From an optimization exercise on the open Yosys and OpenROAD flow, aimed at small area; shortcuts taken in it are not production practice.
Only simulation tests tie the RTL to the original design; equivalence was not proved.
No activity file was given, so power comes from the tool's default toggle rates.

--- flow/config.mk ---
export PLATFORM = sky130hd
export DESIGN_NAME = DDRControlModule
export DESIGN_NICKNAME = DDRControlModule
export VERILOG_FILES = /design/flow/design.v
export SDC_FILE = /design/flow/constraint.sdc
export NUM_CORES = 4
export LEC_CHECK = 0
export CAP_MARGIN = 20
export CORE_AREA = 5 5 245 245
export DIE_AREA = 0 0 250 250
export PLACE_DENSITY = 0.85
export SLEW_MARGIN = 20
export SYNTH_HIERARCHICAL = 1
--- flow/constraint.sdc ---
create_clock -name core_clock -period 7.0 [get_ports {clk}]
set_input_delay 1.4000 -clock core_clock [delete_from_list [all_inputs] [get_ports {clk}]]
set_output_delay 1.4000 -clock core_clock [all_outputs]
set_load 0.01 [all_outputs]
--- flow/design.v ---
module DDRControlModule(input clk, input reset,
    input  io_init_calib_complete,
    input  io_mig_data_valid,
    input  io_mig_rdy,
    input  io_mig_wdf_rdy,
    input [127:0] io_data_from_mig,
    input  io_ram_en,
    input  io_ram_write,
    input [29:0] io_ram_addr,
    input [255:0] io_data_to_ram,
    output[2:0] io_cmd_to_mig,
    output io_app_en,
    output io_ram_rdy,
    output io_app_wdf_wren,
    output io_app_wdf_end,
    output[26:0] io_addr_to_mig,
    output[127:0] io_data_to_mig,
    output[255:0] io_data_to_cpu,
    output[4:0] io_state_to_cpu
);
  reg  [4:0]   state;
  reg  [5:0]   counter;
  reg          ram_write_old;
  reg  [21:0]  ram_addr_old;
  reg  [127:0] lo;
  reg  [127:0] hi;
  wire c = io_init_calib_complete;
  wire v = io_mig_data_valid;
  wire s0  = state == 5'd0;
  wire s16 = state[4] & ~state[0];
  wire s17 = state[4] & state[0];
  wire lowst = ~state[4];
  wire [3:0] sl = state[3:0];
  wire ge1  = counter != 6'd0;
  wire ge3  = counter >= 6'd3;
  wire ge4  = counter >= 6'd4;
  wire ge60 = counter >= 6'd60;
  wire hit  = ~io_ram_addr[25] & (ram_addr_old == io_ram_addr[24:3]) &
              (ram_write_old == io_ram_write);
  wire move = io_ram_en & ~hit;
  wire rsel = state[4] | (state[3] & state[2]);
  wire hsel = state[3] | (state[1] & ~state[2]);
  wire sa = ~rsel & ~hsel;
  wire sb = ~rsel & hsel;
  wire [127:0] op, x, hd, ld;
  wire mismatch = |x;
  wire rb_done = v & ge4;
  wire rb_to   = ~v & ge60;
  reg [4:0] nstate;
  reg       clr;
  always @(*) begin
    nstate = state;
    clr = 1'b0;
    if (s17) begin
      nstate = 5'd0;
    end else if (s16) begin
      if (rb_done) nstate = mismatch ? 5'd13 : 5'd17;
      else if (rb_to) begin nstate = 5'd15; clr = 1'b1; end
    end else begin
      case (sl)
        4'd0:  if (move) begin nstate = io_ram_write ? 5'd1 : 5'd9; clr = 1'b1; end
        4'd1:  if (io_mig_rdy & io_mig_wdf_rdy) begin nstate = 5'd2; clr = 1'b1; end
        4'd2:  if (io_mig_rdy & ge3) begin nstate = 5'd5; clr = 1'b1; end
        4'd3:  if (io_mig_rdy & io_mig_wdf_rdy) begin nstate = 5'd4; clr = 1'b1; end
        4'd4:  if (io_mig_rdy & ge3) begin nstate = 5'd7; clr = 1'b1; end
        4'd5:  if (io_mig_rdy & ge1) begin nstate = 5'd6; clr = 1'b1; end
        4'd6:  if (rb_done) begin nstate = mismatch ? 5'd1 : 5'd3; clr = 1'b1; end
               else if (rb_to) begin nstate = 5'd5; clr = 1'b1; end
        4'd7:  if (io_mig_rdy & ge1) begin nstate = 5'd8; clr = 1'b1; end
        4'd8:  if (rb_done) begin nstate = mismatch ? 5'd3 : 5'd17; clr = 1'b1; end
               else if (rb_to) begin nstate = 5'd7; clr = 1'b1; end
        4'd9:  if (io_mig_rdy & ge1) begin nstate = 5'd10; clr = 1'b1; end
        4'd10: if (rb_done) begin nstate = 5'd11; clr = 1'b1; end
               else if (rb_to) begin nstate = 5'd9; clr = 1'b1; end
        4'd11: if (io_mig_rdy & ge1) begin nstate = 5'd12; clr = 1'b1; end
        4'd12: if (rb_done) begin nstate = mismatch ? 5'd9 : 5'd13; clr = 1'b1; end
               else if (rb_to) begin nstate = 5'd11; clr = 1'b1; end
        4'd13: if (io_mig_rdy & ge1) begin nstate = 5'd14; clr = 1'b1; end
        4'd14: if (rb_done) begin nstate = 5'd15; clr = 1'b1; end
               else if (rb_to) begin nstate = 5'd13; clr = 1'b1; end
        default: if (io_mig_rdy & ge1) begin nstate = 5'd16; clr = 1'b1; end
      endcase
    end
  end
  wire hi_we = c & lowst & ((sl == 4'd10) | (sl == 4'd14)) & rb_done;
  wire lo_we = c & lowst & (sl == 4'd12) & rb_done;
  wire done_we = c & s17;
  wire he1 = ~reset & hi_we;
  wire he0 = ~reset & ~hi_we;
  wire le1 = ~reset & lo_we;
  wire le0 = ~reset & ~lo_we;
  genvar i;
  generate
    for (i = 0; i < 128; i = i + 1) begin : g_bit
      DDRSel3 u_sel(.a(io_data_to_ram[i]), .b(io_data_to_ram[128 + i]), .c(hi[i]),
                    .sa(sa), .sb(sb), .sc(rsel), .y(op[i]));
      DDRXor  u_x(.a(io_data_from_mig[i]), .b(op[i]), .y(x[i]));
      DDRHold u_h(.d(io_data_from_mig[i]), .q(hi[i]), .e1(he1), .e0(he0), .y(hd[i]));
      DDRHold u_l(.d(hi[i]), .q(lo[i]), .e1(le1), .e0(le0), .y(ld[i]));
    end
  endgenerate
  always @(posedge clk) begin
    if (reset) state <= 5'd0;
    else if (c) state <= nstate;
    if (c) counter <= clr ? 6'd0 : counter + 6'd1;
    if (reset) begin
      ram_write_old <= 1'b0;
      ram_addr_old <= 22'd0;
    end else if (done_we) begin
      ram_write_old <= io_ram_write;
      ram_addr_old <= io_ram_addr[24:3];
    end
    hi <= hd;
    lo <= ld;
  end
  wire iss = c & state[0] & lowst;
  wire wr  = iss & ~state[3] & ~state[2];
  assign io_state_to_cpu = state;
  assign io_ram_rdy      = (s0 & (~io_ram_en | hit)) | s17;
  assign io_app_en       = iss;
  assign io_app_wdf_wren = wr;
  assign io_app_wdf_end  = wr;
  assign io_cmd_to_mig   = {2'b00, state[3] | state[2]};
  assign io_addr_to_mig  = {io_ram_addr[24:3], state[3] ? state[2] : state[1], 4'h0};
  assign io_data_to_mig  = op;
  assign io_data_to_cpu  = {hi, lo};
endmodule
module DDRSel3(input a, input b, input c, input sa, input sb, input sc, output y);
  assign y = (sa & a) | (sb & b) | (sc & c);
endmodule
module DDRXor(input a, input b, output y);
  assign y = a ^ b;
endmodule
module DDRHold(input d, input q, input e1, input e0, output y);
  assign y = (e1 & d) | (e0 & q);
endmodule
--- flow/flow/run.sh ---
#!/bin/bash
# Own layout flow: the standard flow (standard.sh, unchanged synthesis) with
#  - port buffers made of the smallest buffer cell (buf_1) instead of ORFS's default pick,
#  - a clock tree of clkbuf_8 with sink clusters of up to 16 and no dummy loads.
# Each ORFS step writes its own log under orfs/logs; make's output goes to flow_make.log.
set -euo pipefail
export BUFFER_PORTS_ARGS="-buffer_cell sky130_fd_sc_hd__buf_1"
export CTS_ARGS="-sink_clustering_enable -repair_clock_nets -sink_clustering_size 16 -sink_clustering_max_diameter 60 -buf_list sky130_fd_sc_hd__clkbuf_8 -dont_use_dummy_load"
bash standard.sh finish > flow_make.log 2>&1
--- flow/standard.sh ---
#!/bin/bash
# synth_recipe.tcl (not shown) runs the flow's synth.tcl, then flattens the netlist and writes it again
# the make line also repeats each setting of config.mk as NAME=value (left out here)
make -C /OpenROAD-flow-scripts/flow DESIGN_CONFIG=/design/flow/config.mk WORK_HOME=/design/flow/orfs CLKGATE_MAP_FILE= SYNTH_SCRIPT=/design/flow/synth_recipe.tcl "${@:-finish}"
==> results of run 1 <==
==> cell type report <==
class / instances / share of cell area, %
repair buffers: 853 / 19.1
inverters: 134 / 2.88
diodes: 23 / 0.330
well taps: 765 / 5.49
clock buffers: 27 / 2.13
multi-input cells: 780 / 36.4
flip-flops and latches: 290 / 33.6
==> cells in the final DEF (no fill, tap or decap), drive strengths merged, types with 3 or more instances in the layout <==
master and instances:
a211oi 3, a21oi 37, a222oi 128, a22o 257, a311oi 3, a31oi 4
a41oi 3, buf 853, clkbuf 27, conb 6, dfxtp 284, diode 23
edfxtp 6, inv 134, nand2 52, nand2b 3, nand3 7, nand4 9
nor2 16, nor2b 5, nor3 7, nor4 40, o21ai 7, or3 4
xnor2 7, xor2 149
==> per-module statistics from Yosys (local to each module, per instance) <==
module,cells,flops+latches
DDRHold,1,0
DDRSel3,2,0
DDRXor,1,0
DDRControlModule,611,290
==> power breakdown <==
| part | switching, mW | total (mW) | internal, mW |
|---|---|---|---|
| registers | 0.111 | 1.82 | 1.71 |
| logic | 2.27 | 3.40 | 1.13 |
| clock network | 0.569 | 0.911 | 0.342 |
| total | 2.95 | 6.13 | 3.18 |
==> path summary, 6_finish.rpt <==
path	end	slack (ns)
worst max-delay path	state[2]	1.40
worst min-delay path	lo[101]	0.47
worst max register to register	state[2]	1.40
worst min register to register	lo[101]	0.47
==> cell families (layout without fill, tap and decap cells) <==
group	Yosys count	after routing	share of synthesized area (%)
AO/OA/AOI/OAI	459	459	31.1
XOR/XNOR	156	156	10.6
adder cells (fa/ha/maj)	2	2	0.193
buffers and inverters	186	1014	6.36
flip-flops	290	290	45.4
multiplexers	1	1	0.0774
other	1	29	0.0290
AND/OR/NAND/NOR	156	156	6.30
==> state kept, by name (all words and copies together) (netlist names) <==
signal,cells
lo,128
ram_addr_old,22
state,5
ram_write_old,1
hi,128
counter,6
==> metrics by stage <==
step	power [mW]	instance area, sq um
final	6.13	17400
after global placement	5.18	17000
after global routing	6.44	17400
after CTS	6.13	17400
after floorplan	3.90	13000
after detailed placement	5.20	17000
==> worst max-delay path, stage by stage (launching register included) <==
cell and delay [ns]:
dfxtp_1 0.89, nand2_1 0.38, nand2b_4 0.74, buf_4 0.51, a222oi_1 0.16, inv_1 0.16
xor2_1 0.08, nor4_1 0.41, nand4_1 0.23, nor3_1 0.77, nand3_1 0.39, or3_1 0.43
a311oi_1 0.27
==> metal layers <==
metal | part of all wire [%] | wire length (um) | GRT usage, %
met4 | 5.5 | 3960 | 9.34
met3 | 13 | 9020 | 7.12
met1 | 36 | 25800 | 25.1
met2 | 46 | 32600 | 33.3
met5 | 0.12 | 84 | 0
==> results.ini, run 1 <==
[setup_path]
start_kind = flop
critPathRequiredTime_ns = 7.50
cp.arrival_ns = 6.10
path_class = flop to flop
reg2reg_depth = 12
startpoint = state[2]
crit_path_end_kind = flop
r2r_start = state[2]
cp_max_fo = 55

[clock_network]
htree_num_levels = 1
cts_tree = built
cts_resized = 0
clk_latency_ns = 0.61
clk_pin_slew_worst_paths_ns = 0.07
max-clock-path-buffers = 3
cts_hold_buf = 0
cts_root_buf = clkbuf_8
post-cts-setup-buffer-count = 0
cts_sinks = 290
cts_buffers = 27

[floorplanning]
coreArea_sq_mm = 0.0574
die_width_um = 250
die_h_um = 250
rows = 88
io_pins = 845
die-area_sq_mm = 0.0625
initial_utilization_pct = 22.5

[min_path]
hold_class = flop to flop
hold_depth = 1
hold_start = lo[101]

[synth]
synth_commonest_cells = 284 x dfxtp_1, 257 x a22o_1, 149 x xor2_1, 134 x inv_1, 128 x a222oi_1
synthCells = 1251
synth_top_cell_area_share_pct = 44.0
syn_area_sq_mm = 0.0129
yosysSeqAreaShare_pct = 45.4
async_flop_share_pct = 0
yosysMostFrequentCell = dfxtp_1
synth.distinct_cells = 56
synthTopCellsByArea = dfxtp_1 44%, a22o_1 17%, xor2_1 10%
ys_warn_count = 7
syn_avg_cell_area_sq_um = 10.3
synth-seq-cells = 290
yosys.area.top_type = dfxtp_1
ys.flop_type = dfxtp_1
synth_edf_count = 6

[sta]
min_period_over_period_pct = 80.0
rsz0062_at_grt = no
maxSlewViolCount = 0
fmax_mhz = 179
worst-slew-pin-transition_ns = 0.986
timing.hold.ws_ns = 0.471
finalSetupViolCount = 0
maxSlewHeadroom_pct = 34.2
tns_ns = 0
finalClockSkew_ns = 0.0548
setup_ws_ns = 1.40
hold_viol_final = 0
fin_crit_ns = 5.60

[power_and_ir_drop]
p_leak_nw = 6.59
powerDensity_mw_per_mm2 = 352
peakVddDrop_uv = 333

[route]
drt_iter0_markers = 2328
routed_wl_mm = 71.4
vias = 15100
via_per_inst = 5.27
dr.pass1.iters = 10
ant_nets = 0
remaining_drc_errors = 0
wl_per_cell_um = 24.9

[grt]
grt_pass1_vias = 14200
grt_pass1_wl_mm = 98.9
gr-total-overflow = 0
grt_util_all_layers_pct = 20.7
antenna_found_initial = 37
grt_max_degree = 128

[layout]
multi_input_area_sq_mm = 0.00635
fin_cells = 2872
fin_util_pct = 30.4
drive_gt1_share_pct = 3.02
fill_cells = 6126
regArea_sq_mm = 0.00587
nets = 2510
area_growth_pct = 34.9

[job]
maxCapViolCount = 0

[run_status]
run_status = timing/DRC/antenna clean

[place]
dp.cells = 2822
hpwl_mm = 55.7
io_buffers = 831
place.gp.congestion = 1.00
dp_slack_ns = 1.57

==> inputs of run 2 (changes only) <==
--- a/flow/config.mk
+++ b/flow/config.mk
@@ -8,6 +8,5 @@
 export CAP_MARGIN = 20
 export CORE_AREA = 5 5 245 245
 export DIE_AREA = 0 0 250 250
-export PLACE_DENSITY = 0.85
 export SLEW_MARGIN = 20
 export SYNTH_HIERARCHICAL = 1
==> run 2 against run 1 <==
- routed wire length fell by 2.1%
- count of clock-buffer cells in the layout rose by 1
- die area did not move
- combinational power rose by 1%
- critical path depth rose by 1
- highest routed layer unchanged
- register-to-register slack improved by 0.76 ns
- cell count fell by 0.31%
- still clean
- hold slack got worse by 0.0019 ns
==> results.ini, run 2 <==
[run_status]
run_status = timing/DRC/antenna clean

[setup_path]
cp_slowest_stage_delay_ns = 0.79  ; -0.10 ns
cp_slowest_cell = buf_4
cp.arrival_ns = 5.33  ; -0.77 ns
crit_path_end_kind = flop
crit_top_cell = buf_4
cp_max_fo = 72  ; +31%
path_class = flop to flop
path_cells = buf_4, nor3_4, buf_4, buf_4, a222oi_1, inv_1, xor2_1, nor4_1, nand4_1, nor4_1, nand3_1, or3_1, a311oi_1
start_kind = flop
critPathRequiredTime_ns = 7.49  ; about the same
crit_family = simple AND/OR/NAND/NOR gates
crit_buf_inv = 4  ; +2

[synth]
synth_edf_count = 6  ; unchanged
synthCells = 1251  ; unchanged
synthTopCellsByArea = dfxtp_1 44%, a22o_1 17%, xor2_1 10%
ys_warn_count = 7  ; unchanged
synth_commonest_cells = 284 x dfxtp_1, 257 x a22o_1, 149 x xor2_1, 134 x inv_1, 128 x a222oi_1
synth-seq-cells = 290  ; unchanged
async_flop_share_pct = 0  ; unchanged
ys.flop_type = dfxtp_1
yosysSeqAreaShare_pct = 45.4  ; unchanged
syn_area_sq_mm = 0.0129  ; unchanged
synth_top_cell_area_share_pct = 44.0  ; unchanged
syn_avg_cell_area_sq_um = 10.3  ; unchanged
synth.distinct_cells = 56  ; unchanged
yosysMostFrequentCell = dfxtp_1
yosys.area.top_type = dfxtp_1

[clock_network]
post-cts-setup-buffer-count = 0  ; unchanged
htree_num_levels = 1  ; unchanged
cts_buffers = 28  ; +3.7%
max-clock-path-buffers = 3  ; unchanged
clk_pin_slew_worst_paths_ns = 0.05  ; -0.02 ns
cts_hold_buf = 0  ; unchanged
cts_sinks = 290  ; unchanged
cts_root_buf = clkbuf_8
cts_tree = built
cts_resized = 0  ; unchanged
clk_latency_ns = 0.65  ; +0.04 ns

[place]
place.gp.congestion = 0.960  ; -4.1%
io_buffers = 831  ; unchanged
dpl_cell_area_sq_mm = 0.0170  ; -0.17%
hpwl_mm = 53.9  ; -3.2%
dp_slack_ns = 1.46  ; -0.112 ns

[route]
remaining_drc_errors = 0  ; unchanged
routed_wl_mm = 69.9  ; -2.1%
vias = 14600  ; -3.5%
drt_iter0_markers = 1633  ; -30%
dr.pass1.iters = 9  ; -1
ant_nets = 0  ; unchanged
wl_per_cell_um = 24.4  ; -1.8%
via_per_inst = 5.10  ; -3.2%

[floorplanning]
io_pins = 845  ; unchanged
die-area_sq_mm = 0.0625  ; unchanged
rows = 88  ; unchanged
initial_utilization_pct = 22.5  ; unchanged
die_width_um = 250  ; unchanged
coreArea_sq_mm = 0.0574  ; unchanged
die_h_um = 250  ; unchanged

[grt]
antenna_found_initial = 34  ; -8.1%
grt_max_degree = 129  ; +0.78%
grt_pass1_vias = 13900  ; -2.0%
gr-total-overflow = 0  ; unchanged
grt_pass1_wl_mm = 97.7  ; -1.3%
grt_util_all_layers_pct = 20.3  ; -0.37 points

[layout]
layout_common_cells = 830 x buf_1, 284 x dfxtp_1, 257 x a22o_1
drive_gt1_share_pct = 2.98  ; -0.045 points
regArea_sq_mm = 0.00587  ; unchanged
fill_cells = 6224  ; +1.6%
layout_commonest_cell = buf_1
fin_util_pct = 30.4  ; -0.031 points
area_growth_pct = 34.7
multi_input_area_sq_mm = 0.00635  ; unchanged
top_regs = hi (128), lo (128), ram_addr_old (22)
final_cell_area_sq_mm = 0.0174  ; -0.10%
nets = 2508  ; -0.080%

[sta]
rsz0062_at_grt = no
hold_viol_final = 0  ; unchanged
fin_crit_ns = 4.84  ; -0.763 ns
min_period_over_period_pct = 69.1  ; -11 points
setup_ws_ns = 2.16  ; +0.763 ns
finalClockSkew_ns = 0.0876  ; +0.0328 ns
worst-slew-pin-transition_ns = 0.983  ; -0.00341 ns
finalSetupViolCount = 0  ; unchanged
maxSlewViolCount = 0  ; unchanged
fmax_mhz = 207  ; +16%
timing.hold.ws_ns = 0.469  ; -0.00186 ns
maxSlewHeadroom_pct = 34.5  ; +0.32 points

[job]
maxCapViolCount = 0  ; unchanged

[power_and_ir_drop]
p_leak_nw = 6.59  ; -0.12%
swShare_pct = 48.1  ; about the same
sequentialPowerShare_pct = 28.7  ; -0.9 points
finalPower_mw = 6.14  ; about the same
pwr-share-comb_pct = 56.0  ; +0.5 points
p_switching_mw = 2.95  ; about the same
powerDensity_mw_per_mm2 = 352  ; +0.19%
p_int_mw = 3.18  ; +0.17%
clockPowerShare_pct = 15.2  ; +0.4 points
peakVddDrop_uv = 222  ; -33%

[min_path]
hold_class = flop to flop

==> run 2: changes by cell type in the layout (fill, tap and decap cells not counted) <==
cell / change
diode_2: -7
buf_4: -4
buf_1: -1
buf_8: +1
clkbuf_2: +1
clkbuf_8: +1
==> run 2: cell families (layout without fill, tap and decap cells) <==
logic type      Yosys count  count (layout)  synth area share [%]
other cells               1              22                0.0290
mux                       1               1                0.0774
flops                   290             290                  45.4
simple gates            156             156                  6.30
buf+inv                 186            1012                  6.36
fa+ha+maj                 2               2                 0.193
xor+xnor                156             156                  10.6
compound gates          459             459                  31.1
==> run 2: area by class of cell <==
type / instances / share of cell area, %
clock buffer: 28 / 2.21
timing repair buffer: 850 / 19.1
tap: 765 / 5.49
antenna: 16 / 0.230
multi-input combinational: 780 / 36.5
sequential: 290 / 33.7
inverter: 134 / 2.89
==> run 2: path summary, 6_finish.rpt <==
kind	endpoint	slack (ns)	depth (start not counted)	from
hold / removal	lo[3]	0.47	1	lo[3]
hold reg to reg	lo[3]	0.47	1	lo[3]
setup reg to reg	state[2]	2.16	13	state[3]
setup / recovery	state[2]	2.16	13	state[3]
==> run 2: worst register-to-register path, cell delays in order, from the launching register on <==
cell      delay, ns
dfxtp_1        0.29
buf_4          0.21
nor3_4         0.39
buf_4          0.79
buf_4          0.46
a222oi_1       0.17
inv_1          0.13
xor2_1         0.08
nor4_1         0.53
nand4_1        0.33
nor4_1         0.35
nand3_1        0.32
or3_1          0.45
a311oi_1       0.25
==> run 2: layer usage <==
metal	global-route usage, %	share of wire, %	wire [um]	up-vias
li1	-	-	-	6562
met1	26.4	40	27700	7031
met2	33.2	47	32900	901
met3	5.89	11	7650	87
met4	5.75	2.4	1660	6
met5	0	0.059	41	-
==> run 2: per-module statistics from Yosys, one instance, submodules excluded <==
module	area (sq um)	cells
DDRControlModule	7810	611
DDRHold	8.76	1
DDRSel3	13.8	2
DDRXor	8.76	1
==> run 2: stage by stage <==
step | cells | TNS [ns]
floorplan | 1256 | -75.68
global placement | 2818 | 0
detailed placement | 2818 | 0
CTS | 2846 | 0
global route | 2860 | 0
finish | 2863 | 0
==> run 2: power by group through the flow <==
stage / logic, mW / registers (mW) / clock network (mW)
floorplan: 2.12 / 1.78 / 0
global placement: 3.39 / 1.80 / 0
detailed placement: 3.39 / 1.80 / 0
CTS: 3.40 / 1.76 / 0.969
global route: 3.71 / 1.77 / 1.03
finish: 3.44 / 1.77 / 0.933
==> inputs of run 3 (changes only) <==
--- a/flow/config.mk
+++ b/flow/config.mk
@@ -8,5 +8,7 @@
 export CAP_MARGIN = 20
 export CORE_AREA = 5 5 245 245
 export DIE_AREA = 0 0 250 250
+export GPL_ROUTABILITY_DRIVEN = 0
+export GPL_TIMING_DRIVEN = 0
 export SLEW_MARGIN = 20
 export SYNTH_HIERARCHICAL = 1
==> run 3 against run 2 <==
- first-iteration DRC count up 22%
- cell area up 5.2%
- clock power down 5.3%
- fmax down 14%
- core utilization up 1.6 points
- critical path type unchanged
- critical endpoint unchanged
- largest cell class unchanged
- largest power group unchanged
==> results.ini, run 3 <==
[sta]
finalClockSkew_ns = 0.0757  ; -0.0120 ns
tns_ns = 0  ; unchanged
fin_crit_ns = 5.64  ; +0.804 ns
setup_ws_ns = 1.36  ; -0.804 ns
finalSetupViolCount = 0  ; unchanged
hold_viol_final = 0  ; unchanged
min_period_over_period_pct = 80.6  ; +11 points
timing.hold.ws_ns = 0.470  ; +0.000811 ns
maxSlewHeadroom_pct = 50.0  ; +16 points
rsz0062_at_grt = no
worst-slew-pin-transition_ns = 0.748  ; -0.235 ns
maxSlewViolCount = 0  ; unchanged
fmax_mhz = 177  ; -14%

[layout]
layout_common_cells = 832 x buf_1, 284 x dfxtp_1, 257 x a22o_1
fin_util_pct = 32.0  ; +1.6 points
multi_input_area_sq_mm = 0.00635  ; unchanged
final_cell_area_sq_mm = 0.0183  ; +5.2%
regArea_sq_mm = 0.00587  ; unchanged
area_growth_pct = 41.7
fill_cells = 6165  ; -0.95%
top_regs = hi (128), lo (128), ram_addr_old (22)
fin_cells = 2948  ; +3.0%
drive_gt1_share_pct = 5.69  ; +2.7 points
layout_commonest_cell = buf_1
nets = 2588  ; +3.2%

[setup_path]
rr_endpoint = state[2]
cp.arrival_ns = 6.09  ; +0.76 ns
cp_slowest_cell = nor3_4
crit_top_cell = buf_8
path_class = flop to flop
r2r_start = state[3]
start_kind = flop
cp_slowest_stage_delay_ns = 0.62  ; -0.17 ns
reg2reg_depth = 17  ; +4
crit_family = simple AND/OR/NAND/NOR gates
crit_path_end_kind = flop
critPathRequiredTime_ns = 7.45  ; -0.04 ns
path_cells = clkbuf_1, clkbuf_1, nor2_1, nor3_4, buf_8, buf_8, buf_8, buf_8, a222oi_1, inv_1, xor2_1, nor4_1, nand4_1, nor3_1, nand3_1, or3_1, a311oi_1
cp_max_fo = 19  ; -74%
reg2reg_slack_ns = 1.36  ; -0.80 ns
crit_buf_inv = 7  ; +3

[grt]
gr-total-overflow = 0  ; unchanged
grt_max_degree = 63  ; -51%
grt_util_all_layers_pct = 20.2  ; -0.15 points
antenna_found_initial = 32  ; -5.9%
grt_pass1_vias = 14400  ; +3.7%
grt_pass1_wl_mm = 97.8  ; about the same

[clock_network]
clk_latency_ns = 0.62  ; -0.03 ns
clk_pin_slew_worst_paths_ns = 0.10  ; +0.05 ns
cts_resized = 0  ; unchanged
cts_buffers = 26  ; -7.1%
cts_sinks = 290  ; unchanged
htree_num_levels = 1  ; unchanged
cts_tree = built
cts_hold_buf = 0  ; unchanged
post-cts-setup-buffer-count = 0  ; unchanged
max-clock-path-buffers = 3  ; unchanged
cts_root_buf = clkbuf_8

[power_and_ir_drop]
peakVddDrop_uv = 242  ; +9.0%
swShare_pct = 47.1  ; -1.0 points
powerDensity_mw_per_mm2 = 346  ; -1.7%
p_switching_mw = 2.99  ; +1.2%
sequentialPowerShare_pct = 27.5  ; -1.2 points
pwr-share-comb_pct = 58.5  ; +2.5 points
p_int_mw = 3.36  ; +5.4%
finalPower_mw = 6.35  ; +3.4%
p_leak_nw = 7.04  ; +6.9%
clockPowerShare_pct = 13.9  ; -1.3 points

[route]
remaining_drc_errors = 0  ; unchanged
drt-met1-wl_mm = 27.6  ; -0.45%
wl_per_cell_um = 23.6  ; -3.5%
route.met3.wl_mm = 7.61  ; -0.48%
top_layer = met5
ant_nets = 0  ; unchanged
drt_iter0_markers = 1997  ; +22%
via_per_inst = 5.11  ; +0.29%
vias = 15100  ; +3.3%
dr.pass1.iters = 10  ; +1
routed_wl_mm = 69.5  ; -0.60%
wl_met2_mm = 32.0  ; -2.7%

[min_path]
min_to = ram_addr_old[6]
hold_class = flop to flop
hold_depth = 2  ; +1
hold_start = ram_addr_old[6]

[place]
io_buffers = 831  ; unchanged
dpl_cell_area_sq_mm = 0.0179  ; +5.5%
hpwl_mm = 57.0  ; +5.8%
dp.cells = 2901  ; +2.9%
dp_slack_ns = 1.38  ; -0.0825 ns

[synth]
synth_edf_count = 6  ; unchanged
synth.distinct_cells = 56  ; unchanged
synthTopCellsByArea = dfxtp_1 44%, a22o_1 17%, xor2_1 10%
synthCells = 1251  ; unchanged
syn_avg_cell_area_sq_um = 10.3  ; unchanged
syn_area_sq_mm = 0.0129  ; unchanged
ys.flop_type = dfxtp_1
synth-seq-cells = 290  ; unchanged
synth_top_cell_area_share_pct = 44.0  ; unchanged
yosysMostFrequentCell = dfxtp_1
yosysSeqAreaShare_pct = 45.4  ; unchanged
async_flop_share_pct = 0  ; unchanged
yosys.area.top_type = dfxtp_1
ys_warn_count = 7  ; unchanged
synth_commonest_cells = 284 x dfxtp_1, 257 x a22o_1, 149 x xor2_1, 134 x inv_1, 128 x a222oi_1

[floorplanning]
coreArea_sq_mm = 0.0574  ; unchanged
die-area_sq_mm = 0.0625  ; unchanged
die_width_um = 250  ; unchanged
initial_utilization_pct = 22.5  ; unchanged
die_h_um = 250  ; unchanged
io_pins = 845  ; unchanged
rows = 88  ; unchanged

[job]
maxCapViolCount = 0  ; unchanged

[run_status]
run_status = timing/DRC/antenna clean

run 3: cell counts after synthesis:
No cell type changed its count.
run 3: cell type report:
type	instances	share of cell area, %
timing repair buffer	880	21.4
multi-input combinational	780	34.7
antenna	21	0.287
tap	765	5.22
inverter	134	2.74
clock buffer	26	1.95
sequential	290	32.0
buffer	52	1.74
run 3: routing by layer:
layer / up-vias / global-route usage (%)
met4: 2 / 7.25
li1: 6734 / -
met3: 110 / 5.23
met5: - / 0
met2: 965 / 31.8
met1: 7253 / 26.9
run 3: Yosys stat by module, one instance, submodules excluded:
module	cells inside	cell area, sq um
DDRControlModule	611	7810
DDRSel3	2	13.8
DDRHold	1	8.76
DDRXor	1	8.76
run 3: power by group through the flow:
stage	logic, mW	registers, mW	clock network, mW
floorplan	2.12	1.78	0
global placement	3.24	1.78	0
detailed placement	3.65	1.79	0
CTS	3.67	1.75	0.922
global route	3.96	1.75	0.973
finish	3.71	1.75	0.884
run 3: how the worst max path moves through the flow:
stage / from / end / slack [ns] / cells after the start
finish: state[3] / state[2] / 1.36 / 17
global route: state[3] / state[2] / 1.07 / 17
CTS: state[3] / state[2] / 1.34 / 17
detailed placement: state[3] / state[2] / 1.38 / 17
global placement: state[1] / state[2] / -5.77 / 13
floorplan: io_mig_data_valid / lo[0] / -0.59 / 4
run 3: cell families after synthesis:
| logic type | count (synthesis) | synth area share (%) |
|---|---|---|
| AO/OA/AOI/OAI | 459 | 31.1 |
| XOR/XNOR | 156 | 10.6 |
| adder cells (fa/ha/maj) | 2 | 0.193 |
| buffers and inverters | 186 | 6.36 |
| flip-flops | 290 | 45.4 |
| multiplexers | 1 | 0.0774 |
| other | 1 | 0.0290 |
| AND/OR/NAND/NOR | 156 | 6.30 |
run 3: tightest hold or removal path, cell delays in order (launching register included):
cell     delay, ns
dfxtp_1       0.33
nand2_1       0.05
a21oi_1       0.05
==> inputs of run 4 (changes only) <==
--- a/flow/flow/run.sh
+++ b/flow/flow/run.sh
@@ -5,5 +5,5 @@
 # Each ORFS step writes its own log under orfs/logs; make's output goes to flow_make.log.
 set -euo pipefail
 export BUFFER_PORTS_ARGS="-buffer_cell sky130_fd_sc_hd__buf_1"
-export CTS_ARGS="-sink_clustering_enable -repair_clock_nets -sink_clustering_size 16 -sink_clustering_max_diameter 60 -buf_list sky130_fd_sc_hd__clkbuf_8 -dont_use_dummy_load"
+export CTS_ARGS="-sink_clustering_enable -repair_clock_nets -sink_clustering_size 10 -sink_clustering_max_diameter 40 -buf_list sky130_fd_sc_hd__clkbuf_4 -dont_use_dummy_load"
 bash standard.sh finish > flow_make.log 2>&1
--- a/flow/config.mk
+++ b/flow/config.mk
@@ -6,9 +6,7 @@
 export NUM_CORES = 4
 export LEC_CHECK = 0
 export CAP_MARGIN = 20
-export CORE_AREA = 5 5 245 245
-export DIE_AREA = 0 0 250 250
-export GPL_ROUTABILITY_DRIVEN = 0
-export GPL_TIMING_DRIVEN = 0
+export CORE_AREA = 5 5 235 235
+export DIE_AREA = 0 0 240 240
 export SLEW_MARGIN = 20
 export SYNTH_HIERARCHICAL = 1
==> run 4 against run 3 <==
- still clean
- first-iteration DRC count shrank 6.9%
- clock power grew 2%
- critical path depth shrank 5
- clock skew shrank 0.016 ns
- cell count shrank 4.5%
- register-to-register slack gained 0.24 ns
- die area shrank 7.8%
==> results.ini, run 4 <==
[run_status]
run_status = timing/DRC/antenna clean

[setup_path]
start_kind = flop
cp.arrival_ns = 6.00  ; -0.09 ns
path_class = flop to flop
startpoint = state[2]
crit_path_end_kind = flop
r2r_start = state[2]
cp_max_fo = 59  ; +40
critPathRequiredTime_ns = 7.61  ; +0.16 ns

[layout]
fin_util_pct = 33.0  ; +1.0 points
layout_common_cells = 831 x buf_1, 284 x dfxtp_1, 257 x a22o_1
fin_cells = 2816  ; -4.5%
fill_cells = 5668  ; -8.1%
top_regs = hi (128), lo (128), ram_addr_old (22)
final_cell_area_sq_mm = 0.0173  ; -5.6%
nets = 2527  ; -2.4%
area_growth_pct = 33.8
layout_commonest_cell = buf_1
drive_gt1_share_pct = 3.81  ; -1.9 points

[sta]
worst-slew-pin-transition_ns = 0.946  ; +0.199 ns
maxSlewViolCount = 0  ; unchanged
min_period_over_period_pct = 77.1  ; -3.5 points
fin_crit_ns = 5.40  ; -0.244 ns
finalClockSkew_ns = 0.0592  ; -0.0164 ns
hold_viol_final = 0  ; unchanged
maxSlewHeadroom_pct = 36.9  ; -13 points
timing.hold.ws_ns = 0.468  ; -0.00243 ns
rsz0062_at_grt = no
fmax_mhz = 185  ; +4.5%
finalSetupViolCount = 0  ; unchanged

[power_and_ir_drop]
finalPower_mw = 6.05  ; -4.7%
powerDensity_mw_per_mm2 = 349  ; +0.91%
p_leak_nw = 6.59  ; -6.4%
p_switching_mw = 2.91  ; -2.5%
sequentialPowerShare_pct = 30.5  ; +3.0 points
peakVddDrop_uv = 219  ; -9.4%
swShare_pct = 48.2  ; +1.1 points
p_int_mw = 3.13  ; -6.7%
pwr-share-comb_pct = 54.7  ; -3.8 points
clockPowerShare_pct = 14.8  ; +0.9 points

[clock_network]
cts_buffers = 50  ; +92%
clk_latency_ns = 0.73  ; +0.11 ns
clk_pin_slew_worst_paths_ns = 0.07  ; -0.03 ns
max-clock-path-buffers = 3  ; unchanged
post-cts-setup-buffer-count = 0  ; unchanged
cts_hold_buf = 0  ; unchanged
cts_resized = 0  ; unchanged
cts_tree = built
cts_root_buf = clkbuf_4
cts_sinks = 290  ; unchanged
htree_num_levels = 2  ; +1

[synth]
synth.distinct_cells = 56  ; unchanged
synthCells = 1251  ; unchanged
synth_top_family_by_area = compound AO/OA/AOI/OAI gates
synth_top_cell_area_share_pct = 44.0  ; unchanged
async_flop_share_pct = 0  ; unchanged
synth_xor_area_share_pct = 10.6  ; unchanged
synthTopCellsByArea = dfxtp_1 44%, a22o_1 17%, xor2_1 10%
synth-seq-cells = 290  ; unchanged
synth_fa_ha_area_share_pct = 0.193  ; unchanged
ys.flop_type = dfxtp_1
synth-simple-area-share_pct = 6.30  ; unchanged
syn_area_sq_mm = 0.0129  ; unchanged
synth_mux_area_share_pct = 0.0774  ; unchanged
syn_avg_cell_area_sq_um = 10.3  ; unchanged
synth_commonest_cells = 284 x dfxtp_1, 257 x a22o_1, 149 x xor2_1, 134 x inv_1, 128 x a222oi_1
yosysMostFrequentCell = dfxtp_1
yosys.area.top_type = dfxtp_1
synth_compound_area_share_pct = 31.1  ; unchanged
ys_warn_count = 7  ; unchanged
synth_edf_count = 6  ; unchanged
yosysSeqAreaShare_pct = 45.4  ; unchanged

[floorplanning]
rows = 84  ; -4.5%
die_h_um = 240  ; -4.0%
io_pins = 845  ; unchanged
initial_utilization_pct = 24.7  ; +2.1 points
die-area_sq_mm = 0.0576  ; -7.8%
die_width_um = 240  ; -4.0%
coreArea_sq_mm = 0.0524  ; -8.6%

[grt]
grt_util_all_layers_pct = 22.6  ; +2.4 points
grt_max_degree = 129  ; +100%
grt_pass1_vias = 14300  ; -1.2%
grt_pass1_wl_mm = 97.5  ; -0.32%
antenna_found_initial = 45  ; +41%
gr-total-overflow = 0  ; unchanged

[route]
remaining_drc_errors = 0  ; unchanged
vias = 14900  ; -0.77%
via_per_inst = 5.31  ; +3.9%
dr.pass1.iters = 10  ; unchanged
ant_nets = 0  ; unchanged
routed_wl_mm = 71.4  ; +2.7%
drt_iter0_markers = 1859  ; -6.9%
wl_per_cell_um = 25.4  ; +7.5%

[place]
dpl_cell_area_sq_mm = 0.0169  ; -5.9%
place.gp.congestion = 1.04
hpwl_mm = 56.5  ; -0.92%
io_buffers = 831  ; unchanged
dp.cells = 2739  ; -5.6%

[job]
maxCapViolCount = 0  ; unchanged

[min_path]
hold_class = flop to flop
hold_start = ram_addr_old[13]

==> run 4: power groups by stage <==
stage          clock (mW)  combinational (mW)  sequential [mW]
2_1_floorplan           0                2.12             1.78
3_3_place_gp            0                3.24             1.87
3_5_place_dp            0                3.27             1.88
4_1_cts             0.951                3.28             1.84
5_1_grt              1.01                3.53             1.86
6_report            0.898                3.30             1.84
==> run 4: worst max-delay path: stages (launching register included) <==
cell,delay [ns]
dfxtp_1,0.89
nor2_1,0.19
nor3_4,0.46
buf_4,0.64
a222oi_1,0.24
inv_1,0.16
xor2_1,0.09
nor4_1,0.70
nand4_1,0.19
nor3_1,0.58
nand3_1,0.38
or3_1,0.44
a311oi_1,0.26
==> run 4: kinds of logic (layout without fill, tap and decap cells) <==
kind of cell / Yosys count / in the layout
compound gates: 459 / 459
xor+xnor: 156 / 156
fa+ha+maj: 2 / 2
buf+inv: 186 / 1031
flops: 290 / 290
mux: 1 / 1
other cells: 1 / 33
simple gates: 156 / 156
==> run 4: worst paths after layout <==
kind                      endpoint  depth (start not counted)  slack (ns)
setup / recovery          state[2]                         12        1.60
hold / removal    ram_addr_old[13]                          2        0.47
setup reg to reg          state[2]                         12        1.60
hold reg to reg   ram_addr_old[13]                          2        0.47
==> run 4: per-layer routing <==
metal	up-vias	track usage, %	part of all wire (%)
li1	6624	-	-
met5	-	0	0.11
met2	921	37.2	47
met4	12	7.31	3.1
met1	7263	28.6	37
met3	128	6.47	12
==> run 4: layout make-up <==
| type | instances | area [sq um] | area share [%] |
|---|---|---|---|
| Multi-Input combinational cell | 780 | 6350 | 36.7 |
| Sequential cell | 290 | 5870 | 33.9 |
| Timing Repair Buffer | 847 | 3280 | 18.9 |
| Tap cell | 688 | 861 | 4.97 |
| Inverter | 134 | 503 | 2.91 |
| Clock buffer | 50 | 375 | 2.17 |
| Antenna cell | 27 | 67.6 | 0.390 |
==> run 4: per-stage QoR <==
stage / setup WS [ns] / TNS, ns
finish: 1.60 / 0
global route: 1.45 / 0
CTS: 1.68 / 0
detailed placement: 1.71 / 0
global placement: 1.82 / 0
floorplan: -0.591 / -75.68
==> run 4: modules after synthesis, one instance, submodules excluded <==
| module | copies in the design | flops+latches | cells inside |
|---|---|---|---|
| DDRControlModule | 1 | 290 | 611 |
| DDRHold | 256 | 0 | 1 |
| DDRSel3 | 128 | 0 | 2 |
| DDRXor | 128 | 0 | 1 |
==> inputs of run 5 (changes only) <==
--- a/flow/flow/run.sh
+++ b/flow/flow/run.sh
@@ -5,5 +5,5 @@
 # Each ORFS step writes its own log under orfs/logs; make's output goes to flow_make.log.
 set -euo pipefail
 export BUFFER_PORTS_ARGS="-buffer_cell sky130_fd_sc_hd__buf_1"
-export CTS_ARGS="-sink_clustering_enable -repair_clock_nets -sink_clustering_size 10 -sink_clustering_max_diameter 40 -buf_list sky130_fd_sc_hd__clkbuf_4 -dont_use_dummy_load"
+export CTS_ARGS="-sink_clustering_enable -repair_clock_nets -sink_clustering_size 24 -sink_clustering_max_diameter 100 -buf_list {sky130_fd_sc_hd__clkbuf_4 sky130_fd_sc_hd__clkbuf_8 sky130_fd_sc_hd__clkbuf_16} -dont_use_dummy_load"
 bash standard.sh finish > flow_make.log 2>&1
--- a/flow/config.mk
+++ b/flow/config.mk
@@ -6,7 +6,7 @@
 export NUM_CORES = 4
 export LEC_CHECK = 0
 export CAP_MARGIN = 20
-export CORE_AREA = 5 5 235 235
-export DIE_AREA = 0 0 240 240
+export CORE_AREA = 5 5 245 245
+export DIE_AREA = 0 0 250 250
 export SLEW_MARGIN = 20
 export SYNTH_HIERARCHICAL = 1
==> run 5 against run 4 <==
- still clean on timing, DRC and antenna
- clock skew is 0.0011 ns lower
- cell count is 1.3% higher
- sequential cell count stayed put
- register-to-register slack better by 0.50 ns
- synthesized cell count stayed put
- count of clock-buffer cells in the layout is 33 lower
- combinational power is 5% higher
- sequential power is 4% lower
- routed wire length is 1.8% lower
- highest routed layer unchanged
==> results.ini, run 5 <==
[floorplanning]
die-area_sq_mm = 0.0625  ; +8.5%
initial_utilization_pct = 22.5  ; -2.1 points
io_pins = 845  ; unchanged
coreArea_sq_mm = 0.0574  ; +9.4%
die_width_um = 250  ; +4.2%
die_h_um = 250  ; +4.2%
rows = 88  ; +4.8%

[grt]
grt_pass1_vias = 13900  ; -2.8%
antenna_found_initial = 38  ; -16%
gr-total-overflow = 0  ; unchanged
grt_pass1_wl_mm = 97.2  ; -0.31%
grt_util_all_layers_pct = 20.4  ; -2.2 points
grt_max_degree = 129  ; unchanged

[synth]
yosys.area.top_type = dfxtp_1
synth_commonest_cells = 284 x dfxtp_1, 257 x a22o_1, 149 x xor2_1, 134 x inv_1, 128 x a222oi_1
yosysSeqAreaShare_pct = 45.4  ; unchanged
synthCells = 1251  ; unchanged
syn_avg_cell_area_sq_um = 10.3  ; unchanged
yosysMostFrequentCell = dfxtp_1
synthTopCellsByArea = dfxtp_1 44%, a22o_1 17%, xor2_1 10%
ys_warn_count = 7  ; unchanged
synth_edf_count = 6  ; unchanged
syn_area_sq_mm = 0.0129  ; unchanged
synth.distinct_cells = 56  ; unchanged
async_flop_share_pct = 0  ; unchanged
synth_top_cell_area_share_pct = 44.0  ; unchanged
ys.flop_type = dfxtp_1
synth-seq-cells = 290  ; unchanged

[job]
maxCapViolCount = 0  ; unchanged

[route]
ant_nets = 0  ; unchanged
drt_iter0_markers = 1741  ; -6.3%
routed_wl_mm = 70.1  ; -1.8%
via_per_inst = 5.12  ; -3.6%
wl_per_cell_um = 24.6  ; -3.2%
vias = 14600  ; -2.3%
remaining_drc_errors = 0  ; unchanged
dr.pass1.iters = 7  ; -3

[layout]
fill_cells = 6212  ; +9.6%
layout_common_cells = 830 x buf_1, 284 x dfxtp_1, 257 x a22o_1
area_growth_pct = 35.1
drive_gt1_share_pct = 2.46  ; -1.3 points
layout_commonest_cell = buf_1
final_cell_area_sq_mm = 0.0175  ; +0.97%
top_regs = hi (128), lo (128), ram_addr_old (22)
nets = 2497  ; -1.2%

[clock_network]
cts_sinks = 290  ; unchanged
cts_root_buf = clkbuf_16
clk_latency_ns = 0.56  ; -0.17 ns
max-clock-path-buffers = 3  ; unchanged
clk_pin_slew_worst_paths_ns = 0.09  ; +0.02 ns
cts_buffers = 17  ; -66%
post-cts-setup-buffer-count = 0  ; unchanged
cts_resized = 0  ; unchanged
cts_hold_buf = 0  ; unchanged
htree_num_levels = 1  ; -1
cts_tree = built

[sta]
worst-slew-pin-transition_ns = 1.06  ; +0.111 ns
finalSetupViolCount = 0  ; unchanged
rsz0062_at_grt = no
fin_crit_ns = 4.90  ; -0.495 ns
fmax_mhz = 204  ; +10%
maxSlewHeadroom_pct = 29.5  ; -7.4 points
maxSlewViolCount = 0  ; unchanged
finalClockSkew_ns = 0.0581  ; -0.00110 ns
hold_viol_final = 0  ; unchanged
min_period_over_period_pct = 70.0  ; -7.1 points

[place]
hpwl_mm = 53.9  ; -4.6%
place.gp.congestion = 0.960  ; -7.9%
io_buffers = 831  ; unchanged
dpl_cell_area_sq_mm = 0.0170  ; +0.74%

[power_and_ir_drop]
powerDensity_mw_per_mm2 = 357  ; +2.3%
sequentialPowerShare_pct = 28.3  ; -2.2 points
p_switching_mw = 2.98  ; +2.2%
p_leak_nw = 6.59  ; about the same
finalPower_mw = 6.24  ; +3.3%
pwr-share-comb_pct = 55.4  ; +0.7 points
peakVddDrop_uv = 226  ; +2.8%
p_int_mw = 3.27  ; +4.3%
clockPowerShare_pct = 16.3  ; +1.5 points
swShare_pct = 47.7  ; -0.50 points

[run_status]
run_status = timing/DRC/antenna clean

[setup_path]
path_cells = buf_4, nor3_4, buf_4, buf_4, a222oi_1, inv_1, xor2_1, nor4_1, nand4_1, nor4_1, nand3_1, or3_1, a311oi_1
crit_family = simple AND/OR/NAND/NOR gates
start_kind = flop
critPathRequiredTime_ns = 7.42  ; -0.19 ns
crit_top_cell = buf_4
crit_path_end_kind = flop
crit_buf_inv = 4  ; +2
cp_slowest_cell = buf_4
cp.arrival_ns = 5.32  ; -0.68 ns
cp_slowest_stage_delay_ns = 0.79  ; -0.10 ns
path_class = flop to flop
cp_max_fo = 72  ; +22%

[min_path]
hold_class = flop to flop

[run 5: changes by cell type in the layout (fill, tap and decap cells not counted)]
cell,previous run,this run
buf_8,0,1
clkbuf_2,0,1
buf_12,3,4
buf_1,831,830
clkbuf_16,0,17
buf_4,13,14
clkbuf_4,50,0
diode_2,27,18
[run 5: kinds of logic (layout without fill, tap and decap cells)]
logic type                 count (synthesis)  after routing  synth area share, %
muxes                                      1              1               0.0774
DFF                                      290            290                 45.4
xor gates and xnor gates                 156            156                 10.6
other                                      1             24               0.0290
adders and majority gates                  2              2                0.193
AOI/OAI and AO/OA                        459            459                 31.1
and+or+nand+nor                          156            156                 6.30
buffers and inverters                    186           1001                 6.36
[run 5: area by class of cell]
class / count / area (sq um) / area share [%]
inverter: 134 / 503 / 2.88
timing repair buffer: 850 / 3320 / 19.0
sequential: 290 / 5870 / 33.6
clock buffer: 17 / 425 / 2.43
multi-input combinational: 780 / 6350 / 36.4
antenna: 18 / 45.0 / 0.258
tap: 765 / 957 / 5.48
[run 5: path summary, 6_finish.rpt]
| kind | start | end | slack, ns | cells past startpoint |
|---|---|---|---|---|
| max reg2reg | state[3] | state[2] | 2.10 | 13 |
| min | ram_write_old | ram_write_old | 0.47 | 2 |
| max | state[3] | state[2] | 2.10 | 13 |
| min reg2reg | ram_write_old | ram_write_old | 0.47 | 2 |
[run 5: layer usage]
layer | global-route usage [%] | share of wire [%] | up-vias
met1 | 25.6 | 39 | 7049
met2 | 32.2 | 46 | 881
met3 | 7.08 | 11 | 117
li1 | - | - | 6552
met5 | 0 | 0.090 | -
met4 | 7.98 | 4.0 | 10
[run 5: per-stage QoR]
step           setup TNS, ns  utilization, %  std cells  worst slack (ns)  hold slack (ns)
2_1_floorplan         -75.68               -       1256            -0.591            0.448
3_3_place_gp               0            29.6       2818              1.54            0.451
3_5_place_dp               0            29.6       2818              1.46            0.451
4_1_cts                    0            30.4       2835              1.43            0.473
5_1_grt                    0            30.4       2850              1.82            0.485
6_report                   0            30.5       2854              2.10            0.469
[run 5: Yosys stat by module (local to each module, per instance)]
module	times used	flip-flops and latches	area, sq um	cells
DDRSel3	128	0	13.8	2
DDRControlModule	1	290	7810	611
DDRXor	128	0	8.76	1
DDRHold	256	0	8.76	1
[run 5: power groups by stage]
stage | clock network (mW) | logic [mW] | registers [mW]
2_1_floorplan | 0 | 2.12 | 1.78
3_3_place_gp | 0 | 3.39 | 1.80
3_5_place_dp | 0 | 3.39 | 1.80
4_1_cts | 1.07 | 3.40 | 1.76
5_1_grt | 1.10 | 3.71 | 1.77
6_report | 1.02 | 3.46 | 1.76
[run 5: worst reg2reg max path: stages (launching register included)]
cell      delay [ns]
dfxtp_1         0.30
buf_4           0.20
nor3_4          0.38
buf_4           0.79
buf_4           0.47
a222oi_1        0.17
inv_1           0.13
xor2_1          0.08
nor4_1          0.58
nand4_1         0.34
nor4_1          0.35
nand3_1         0.32
or3_1           0.45
a311oi_1        0.25

==> re-timing with driven ports <==
Ports are ideal in the flow. The routed layouts listed here were re-timed in OpenROAD.
Step 1 assumes that a clkbuf_16 drives the clock port and a buf_2 every other input.
Step 2 times the ports against the registers' clock, not the clock port: input delays grow and output delays shrink by t, the midpoint of the rising clock arrivals with the driver on.
a / b / c = ideal ports / drivers / drivers and shift; a / b = the first two.
run | shift t [ns] | setup slack, ns | worst register clock-pin slew, ns | worst data-port slew with drivers (ns)
run 1 | 0.641 | 1.401 / 1.401 / 1.401 | 0.11 / 0.11 | 0.23
run 2 | 0.659 | 2.165 / 2.165 / 2.076 | 0.11 / 0.11 | 0.21
run 3 | 0.629 | 1.360 / 1.360 / 1.360 | 0.10 / 0.10 | 0.23
run 4 | 0.753 | 1.604 / 1.604 / 1.604 | 0.11 / 0.11 | 0.27
run 5 | 0.583 | 2.100 / 2.100 / 1.950 | 0.10 / 0.10 | 0.24
After both steps every run listed still meets setup and hold. The setup slack of run 5, which loses most, moves by 0.000 ns with the drivers and by -0.150 ns with both steps.
